Background: an optimization exercise with open tools, aiming at small area. Do not read the settings as production practice.
Only simulation tests tie the RTL to the original design; equivalence was not proved.
No driver is modelled on the clock port, so clock power and skew are understated where the tree is cut down; a real chip needs a root buffer or a tree.

==> inputs of 03-23 <==
==> flow/design.v <==
module HexTo7Seg ( 
	input		[3:0] hex, 
	output reg	[6:0] SevenSeg
);
always @(*) begin
	case(hex)
		4'h0: SevenSeg = ~7'b0000000;   
		4'h1: SevenSeg = ~7'b0000110;  
		4'h2: SevenSeg = ~7'b1011011;  
		4'h4: SevenSeg = ~7'b1001111;  
		4'h8: SevenSeg = ~7'b1100110;  
		4'h3: SevenSeg = ~7'b1111001;  
		4'h5: SevenSeg = ~7'b1010000;  
		4'h6: SevenSeg = ~7'b0111111;  
		4'h7: SevenSeg = ~7'b0111110;  
		4'h9: SevenSeg = ~7'b1010100;  
		4'hA: SevenSeg = ~7'b0111000;  
		4'hB: SevenSeg = ~7'b0111001;  
		4'hC: SevenSeg = ~7'b1011110;  
		4'hD: SevenSeg = ~7'b1101101;  
		4'hE: SevenSeg = ~7'b1111000;  
		default: SevenSeg = 7'b0000000;
	endcase
end
endmodule
module PasswordTo7Seg #(
	parameter NUM_DISPLAYS = 6
)(
	input [(4*NUM_DISPLAYS)-1:0] password,
	output [(7*NUM_DISPLAYS)-1:0] seven_seg
);
genvar i;
generate 
	for (i = 0; i < NUM_DISPLAYS; i = i + 1) begin : SevenSeg_loop
		HexTo7Seg display (
			.hex		( password[(i*4)+:4] ),
			.SevenSeg	( seven_seg[(i*7)+:7] )
		);
	end 
endgenerate
endmodule
module DigitalLock #(
	parameter PASSWORD_LENGTH = 5,
	parameter NUM_DISPLAYS = 6,
	parameter MAX_IDLE = 1000
)(
	input clock,
	input reset,
	input [3:0] key,
	output LED_locked,
	output LED_error,
	output LED_ep,
	output LED_cp,
	output LED_unlocked,
	output LED_reset,
	output [(7*NUM_DISPLAYS)-1:0] seven_seg
);
function [9:0] lfsr_next(input [9:0] s);
	lfsr_next = {s[8:0], ~(s[9] ^ s[6])};
endfunction
function [9:0] lfsr_after(input integer n);
	integer j;
	reg [9:0] s;
	begin
		s = 10'd0;
		for (j = 0; j < n; j = j + 1) s = lfsr_next(s);
		lfsr_after = s;
	end
endfunction
localparam [9:0] IDLE_END = lfsr_after(MAX_IDLE);
function [3:0] enc_key(input [3:0] v);
	enc_key =
		({4{v == 4'd1}} & 4'd8) |
		({4{v == 4'd2}} & 4'd15) |
		({4{v == 4'd3}} & 4'd7) |
		({4{v == 4'd4}} & 4'd11) |
		({4{v == 4'd5}} & 4'd2) |
		({4{v == 4'd6}} & 4'd12) |
		({4{v == 4'd7}} & 4'd13) |
		({4{v == 4'd8}} & 4'd10) |
		({4{v == 4'd9}} & 4'd1) |
		({4{v == 4'd10}} & 4'd5) |
		({4{v == 4'd11}} & 4'd4) |
		({4{v == 4'd12}} & 4'd9) |
		({4{v == 4'd13}} & 4'd3) |
		({4{v == 4'd14}} & 4'd6) |
		({4{v == 4'd15}} & 4'd14);
endfunction
wire [3:0] pressed = ~key;
reg dly;
reg S, E, Er, f;
reg C;
reg [19:0] temp, password;
reg [9:0] cnt;
wire ev     = ~dly & (|pressed);
wire tmo    = E & (cnt == IDLE_END);
wire full   = |temp[19:16];
wire empty0 = ~|temp[3:0];
wire done   = E & C & full;
wire match  = (temp == password);
always @(posedge clock) dly <= |pressed;
always @(posedge clock) begin
	if (E & ~C & ~ev & ~tmo)
		cnt <= lfsr_next(cnt);
	else
		cnt <= 10'd0;
end
always @(posedge clock) begin
	if (~E | done)
		temp <= 20'd0;
	else if (~C & ev)
		temp <= {temp[15:0], enc_key(pressed)};
end
always @(posedge clock) begin
	if (done & ~S & ~f)
		password <= temp;
end
always @(posedge clock) begin
	if (~E)
		C <= 1'b0;
	else if (C)
		C <= full;
	else
		C <= ev;
end
always @(posedge clock or posedge reset) begin
	if (reset) begin
		S  <= 1'b0;
		E  <= 1'b0;
		Er <= 1'b0;
		f  <= 1'b0;
	end else if (tmo) begin
		E  <= 1'b0;
		Er <= 1'b1;
	end else if (~E) begin
		if (ev) begin
			if (Er) Er <= 1'b0;
			else    E  <= 1'b1;
		end
	end else if (C) begin
		if (full) begin
			if (~S) f <= ~f;
			Er <= ~match & (S | f);
		end else if (empty0) begin
			if (Er)
				E <= 1'b0;
			else if (~f) begin
				E <= 1'b0;
				S <= ~S;
			end
		end
	end
end
assign LED_locked   = S;
assign LED_unlocked = ~S;
assign LED_error    = Er & ~E;
assign LED_ep       = E & S;
assign LED_cp       = E & ~S;
assign LED_reset    = reset;
wire [6:0] g0 =
	({7{temp[3:0] == 4'd0}} & 7'b1111111) |
	({7{temp[3:0] == 4'd1}} & 7'b0101011) |
	({7{temp[3:0] == 4'd2}} & 7'b0101111) |
	({7{temp[3:0] == 4'd3}} & 7'b0010010) |
	({7{temp[3:0] == 4'd4}} & 7'b1000110) |
	({7{temp[3:0] == 4'd5}} & 7'b1000111) |
	({7{temp[3:0] == 4'd6}} & 7'b0000111) |
	({7{temp[3:0] == 4'd7}} & 7'b0000110) |
	({7{temp[3:0] == 4'd8}} & 7'b1111001) |
	({7{temp[3:0] == 4'd9}} & 7'b0100001) |
	({7{temp[3:0] == 4'd10}} & 7'b0011001) |
	({7{temp[3:0] == 4'd11}} & 7'b0110000) |
	({7{temp[3:0] == 4'd12}} & 7'b1000000) |
	({7{temp[3:0] == 4'd13}} & 7'b1000001) |
	({7{temp[3:0] == 4'd15}} & 7'b0100100);
assign seven_seg[6:0] = E ? g0 : Er ? 7'b0101111 : S ? 7'b0100001 : reset ? 7'b0000111 : 7'b0100001;
wire [6:0] g1 =
	({7{temp[7:4] == 4'd0}} & 7'b1111111) |
	({7{temp[7:4] == 4'd1}} & 7'b0101011) |
	({7{temp[7:4] == 4'd2}} & 7'b0101111) |
	({7{temp[7:4] == 4'd3}} & 7'b0010010) |
	({7{temp[7:4] == 4'd4}} & 7'b1000110) |
	({7{temp[7:4] == 4'd5}} & 7'b1000111) |
	({7{temp[7:4] == 4'd6}} & 7'b0000111) |
	({7{temp[7:4] == 4'd7}} & 7'b0000110) |
	({7{temp[7:4] == 4'd8}} & 7'b1111001) |
	({7{temp[7:4] == 4'd9}} & 7'b0100001) |
	({7{temp[7:4] == 4'd10}} & 7'b0011001) |
	({7{temp[7:4] == 4'd11}} & 7'b0110000) |
	({7{temp[7:4] == 4'd12}} & 7'b1000000) |
	({7{temp[7:4] == 4'd13}} & 7'b1000001) |
	({7{temp[7:4] == 4'd15}} & 7'b0100100);
assign seven_seg[13:7] = E ? g1 : Er ? 7'b1000000 : S ? 7'b0000110 : reset ? 7'b0000110 : 7'b1000110;
wire [6:0] g2 =
	({7{temp[11:8] == 4'd0}} & 7'b1111111) |
	({7{temp[11:8] == 4'd1}} & 7'b0101011) |
	({7{temp[11:8] == 4'd2}} & 7'b0101111) |
	({7{temp[11:8] == 4'd3}} & 7'b0010010) |
	({7{temp[11:8] == 4'd4}} & 7'b1000110) |
	({7{temp[11:8] == 4'd5}} & 7'b1000111) |
	({7{temp[11:8] == 4'd6}} & 7'b0000111) |
	({7{temp[11:8] == 4'd7}} & 7'b0000110) |
	({7{temp[11:8] == 4'd8}} & 7'b1111001) |
	({7{temp[11:8] == 4'd9}} & 7'b0100001) |
	({7{temp[11:8] == 4'd10}} & 7'b0011001) |
	({7{temp[11:8] == 4'd11}} & 7'b0110000) |
	({7{temp[11:8] == 4'd12}} & 7'b1000000) |
	({7{temp[11:8] == 4'd13}} & 7'b1000001) |
	({7{temp[11:8] == 4'd15}} & 7'b0100100);
assign seven_seg[20:14] = E ? g2 : Er ? 7'b0101111 : S ? 7'b1000110 : reset ? 7'b0010010 : 7'b1000000;
wire [6:0] g3 =
	({7{temp[15:12] == 4'd0}} & 7'b1111111) |
	({7{temp[15:12] == 4'd1}} & 7'b0101011) |
	({7{temp[15:12] == 4'd2}} & 7'b0101111) |
	({7{temp[15:12] == 4'd3}} & 7'b0010010) |
	({7{temp[15:12] == 4'd4}} & 7'b1000110) |
	({7{temp[15:12] == 4'd5}} & 7'b1000111) |
	({7{temp[15:12] == 4'd6}} & 7'b0000111) |
	({7{temp[15:12] == 4'd7}} & 7'b0000110) |
	({7{temp[15:12] == 4'd8}} & 7'b1111001) |
	({7{temp[15:12] == 4'd9}} & 7'b0100001) |
	({7{temp[15:12] == 4'd10}} & 7'b0011001) |
	({7{temp[15:12] == 4'd11}} & 7'b0110000) |
	({7{temp[15:12] == 4'd12}} & 7'b1000000) |
	({7{temp[15:12] == 4'd13}} & 7'b1000001) |
	({7{temp[15:12] == 4'd15}} & 7'b0100100);
assign seven_seg[27:21] = E ? g3 : Er ? 7'b0101111 : S ? 7'b1000110 : reset ? 7'b0000110 : 7'b1000111;
wire [6:0] g4 =
	({7{temp[19:16] == 4'd0}} & 7'b1111111) |
	({7{temp[19:16] == 4'd1}} & 7'b0101011) |
	({7{temp[19:16] == 4'd2}} & 7'b0101111) |
	({7{temp[19:16] == 4'd3}} & 7'b0010010) |
	({7{temp[19:16] == 4'd4}} & 7'b1000110) |
	({7{temp[19:16] == 4'd5}} & 7'b1000111) |
	({7{temp[19:16] == 4'd6}} & 7'b0000111) |
	({7{temp[19:16] == 4'd7}} & 7'b0000110) |
	({7{temp[19:16] == 4'd8}} & 7'b1111001) |
	({7{temp[19:16] == 4'd9}} & 7'b0100001) |
	({7{temp[19:16] == 4'd10}} & 7'b0011001) |
	({7{temp[19:16] == 4'd11}} & 7'b0110000) |
	({7{temp[19:16] == 4'd12}} & 7'b1000000) |
	({7{temp[19:16] == 4'd13}} & 7'b1000001) |
	({7{temp[19:16] == 4'd15}} & 7'b0100100);
assign seven_seg[34:28] = E ? g4 : Er ? 7'b0000110 : S ? 7'b1000000 : reset ? 7'b0101111 : 7'b0101011;
assign seven_seg[41:35] = E ? 7'b1111111 : Er ? 7'b1111111 : S ? 7'b1000111 : reset ? 7'b1111111 : 7'b1000001;
endmodule
==> flow/flow/run.sh <==
#!/bin/bash
# Own flow: the standard layout (standard.sh) with these changes passed to ORFS's make:
#  - ADDER_MAP_FILE empty: no half/full-adder extraction in synthesis (the design has no
#    adders; extraction only turned decoder gates into half-adder cells);
#  - an area-oriented ABC script (flow/abc_area.script: AIG search with &deepsyn, fixed seed,
#    no timeout, so the result is reproducible) in a copy of ORFS's scripts folder;
#  - port buffers are buf_1 cells;
#  - a clock tree of one clkbuf_16 (flow/cts_single.tcl, in place of TritonCTS).
# Everything else, registers included, is the standard flow. make's full output goes to
# run_make.log here, and ORFS keeps each step's log under orfs/logs/.
set -euo pipefail
cd "$(dirname "$0")/.."
rm -rf scripts_own
cp -r "$FLOW_HOME/scripts" scripts_own
cp flow/abc_area.script scripts_own/abc_area.script
grep -q 'log_cmd clock_tree_synthesis {\*}$cts_args' scripts_own/cts.tcl
sed -i "s|log_cmd clock_tree_synthesis {\*}\$cts_args|source $PWD/flow/cts_single.tcl|" scripts_own/cts.tcl
grep -q "cts_single.tcl" scripts_own/cts.tcl
bash standard.sh \
  SCRIPTS_DIR="$PWD/scripts_own" \
  ADDER_MAP_FILE= \
  "BUFFER_PORTS_ARGS=-buffer_cell sky130_fd_sc_hd__buf_1" \
  finish > run_make.log 2>&1
==> flow/flow/abc_area.script <==
strash
dch
amap
strash
&get -n
&deepsyn -I 1 -J 100 -S 5
&put
dch
amap
topo
==> flow/flow/cts_single.tcl <==
# Clock tree of one buffer: the clock port drives a single clkbuf_16, placed at the
# centre of the registers, which drives every register's clock pin.
set block [ord::get_db_block]
set dbu [$block getDbUnitsPerMicron]
set xs 0.0
set ys 0.0
set n 0
foreach inst [$block getInsts] {
  if {[[$inst getMaster] isSequential]} {
    set b [$inst getBBox]
    set xs [expr {$xs + ([$b xMin] + [$b xMax]) / 2.0}]
    set ys [expr {$ys + ([$b yMin] + [$b yMax]) / 2.0}]
    incr n
  }
}
set x [expr {$xs / $n / $dbu}]
set y [expr {$ys / $n / $dbu}]
log_cmd insert_buffer -buffer_cell sky130_fd_sc_hd__clkbuf_16 -net clock \
  -location [list $x $y] -buffer_name clkbuf_root -net_name clknet_root
[[$block findNet clknet_root] setSigType CLOCK]
set_propagated_clock [all_clocks]
==> flow/standard.sh <==
#!/bin/bash
# synth_recipe.tcl (not shown) runs the flow's synth.tcl, then flattens the netlist and writes it again
# the make line also repeats each setting of config.mk as NAME=value (left out here)
make -C /OpenROAD-flow-scripts/flow DESIGN_CONFIG=/design/flow/config.mk WORK_HOME=/design/flow/orfs CLKGATE_MAP_FILE= SYNTH_SCRIPT=/design/flow/synth_recipe.tcl "${@:-finish}"
==> flow/config.mk <==
export PLATFORM = sky130hd
export DESIGN_NAME = DigitalLock
export DESIGN_NICKNAME = DigitalLock
export VERILOG_FILES = /design/flow/design.v
export SDC_FILE = /design/flow/constraint.sdc
export NUM_CORES = 4
export LEC_CHECK = 0
export ABC_AREA = 1
export CAP_MARGIN = 20
export CORE_MARGIN = 2
export CORE_UTILIZATION = 40
export SLEW_MARGIN = 20
==> flow/constraint.sdc <==
create_clock -name core_clock -period 12.0 [get_ports {clock}]
set_input_delay 2.4000 -clock core_clock [delete_from_list [all_inputs] [get_ports {clock}]]
set_output_delay 2.4000 -clock core_clock [all_outputs]
set_load 0.01 [all_outputs]
==> 06-02 (differences from 03-23) <==
--- a/flow/flow/run.sh
+++ b/flow/flow/run.sh
@@ -7,3 +7,4 @@
 #  - port buffers are buf_1 cells;
-#  - a clock tree of one clkbuf_16 (flow/cts_single.tcl, in place of TritonCTS).
+#  - a clock tree of 4 clkbuf_8 buffers driven by the clock port, one per group of nearby
+#    registers (flow/cts_groups.tcl, in place of TritonCTS).
 # Everything else, registers included, is the standard flow. make's full output goes to
@@ -16,4 +17,4 @@
 grep -q 'log_cmd clock_tree_synthesis {\*}$cts_args' scripts_own/cts.tcl
-sed -i "s|log_cmd clock_tree_synthesis {\*}\$cts_args|source $PWD/flow/cts_single.tcl|" scripts_own/cts.tcl
-grep -q "cts_single.tcl" scripts_own/cts.tcl
+sed -i "s|log_cmd clock_tree_synthesis {\*}\$cts_args|source $PWD/flow/cts_groups.tcl|" scripts_own/cts.tcl
+grep -q "cts_groups.tcl" scripts_own/cts.tcl
 bash standard.sh \
==> flow/flow/cts_groups.tcl (new file) <==
# Clock tree of 4 clkbuf_8 buffers driven straight from the clock port, each driving the
# clock pins of one group of registers (groups by k-means on the placed positions), placed
# at its group's centre.
set K 4
set cell sky130_fd_sc_hd__clkbuf_8
set block [ord::get_db_block]
set dbu [$block getDbUnitsPerMicron]
set pins {}
foreach inst [$block getInsts] {
  if {[[$inst getMaster] isSequential]} {
    set b [$inst getBBox]
    foreach it [$inst getITerms] {
      if {[[$it getMTerm] getSigType] eq "CLOCK" || [[$it getMTerm] getName] eq "CLK"} {
        lappend pins [list [$inst getName] [[$it getMTerm] getName] \
          [expr {([$b xMin] + [$b xMax]) / 2.0 / $dbu}] [expr {([$b yMin] + [$b yMax]) / 2.0 / $dbu}]]
      }
    }
  }
}
set pins [lsort -real -index 2 $pins]
set n [llength $pins]
# start: K groups by x order, then k-means iterations
set cx {}; set cy {}
for {set k 0} {$k < $K} {incr k} {
  set p [lindex $pins [expr {int(($k + 0.5) * $n / $K)}]]
  lappend cx [lindex $p 2]; lappend cy [lindex $p 3]
}
for {set it 0} {$it < 20} {incr it} {
  set asg {}
  foreach p $pins {
    set best 0; set bd 1e30
    for {set k 0} {$k < $K} {incr k} {
      set d [expr {abs([lindex $p 2] - [lindex $cx $k]) + abs([lindex $p 3] - [lindex $cy $k])}]
      if {$d < $bd} { set bd $d; set best $k }
    }
    lappend asg $best
  }
  set sx [lrepeat $K 0.0]; set sy [lrepeat $K 0.0]; set sn [lrepeat $K 0]
  foreach p $pins a $asg {
    lset sx $a [expr {[lindex $sx $a] + [lindex $p 2]}]
    lset sy $a [expr {[lindex $sy $a] + [lindex $p 3]}]
    lset sn $a [expr {[lindex $sn $a] + 1}]
  }
  for {set k 0} {$k < $K} {incr k} {
    if {[lindex $sn $k] > 0} {
      lset cx $k [expr {[lindex $sx $k] / [lindex $sn $k]}]
      lset cy $k [expr {[lindex $sy $k] / [lindex $sn $k]}]
    }
  }
}
for {set k 0} {$k < $K} {incr k} {
  set loads {}
  foreach p $pins a $asg {
    if {$a == $k} { lappend loads [get_pins "[lindex $p 0]/[lindex $p 1]"] }
  }
  if {[llength $loads] == 0} { continue }
  puts "clock group $k: [llength $loads] registers at [lindex $cx $k] [lindex $cy $k]"
  insert_buffer -buffer_cell $cell -net clock -load_pins $loads \
    -location [list [lindex $cx $k] [lindex $cy $k]] -buffer_name clkbuf_leaf_$k -net_name clknet_leaf_$k
}
set_propagated_clock [all_clocks]
removed: flow/flow/cts_single.tcl
==> comparison <==
- In synthesized cell count, 03-23 and 06-02 do not differ.
- 03-23 did not get past clock tree synthesis. 06-02 went through all stages and came out clean.
- Area after synthesis is the same in 06-02 and 03-23.
In 06-02 the design's own scripts or RTL, not TritonCTS, make the clock network.

[separate check: timing with driven ports]
How much do the figures lean on ideal ports? The routed layout below was timed once more, with nothing changed but the port constraints.
Step 1: set_driving_cell puts a clkbuf_16 on clock and a buf_2 on each other input, an assumption about the parent block.
Step 2 adds t to the input delays and takes it off the output delays; t is the mean of the earliest and latest rising clock arrival at the registers after step 1. Input paths then give back, and output paths get back, about the clock's delay inside the block.
a / b / c = ideal ports / drivers / drivers and shift; a / b = the first two.
run: 06-02
t, ns: 0.201
setup WS [ns]: 5.870 / 5.848 / 5.848
worst hold slack (ns): 0.396 / 0.396 / 0.396
latest minus earliest clock arrival (ns): 0.021 / 0.021
worst slew at a driven data input, ns: 0.03
After both steps 06-02 still meets setup and hold. For 06-02, drivers alone change the setup slack by -0.022 ns; drivers and shift together by -0.022 ns.
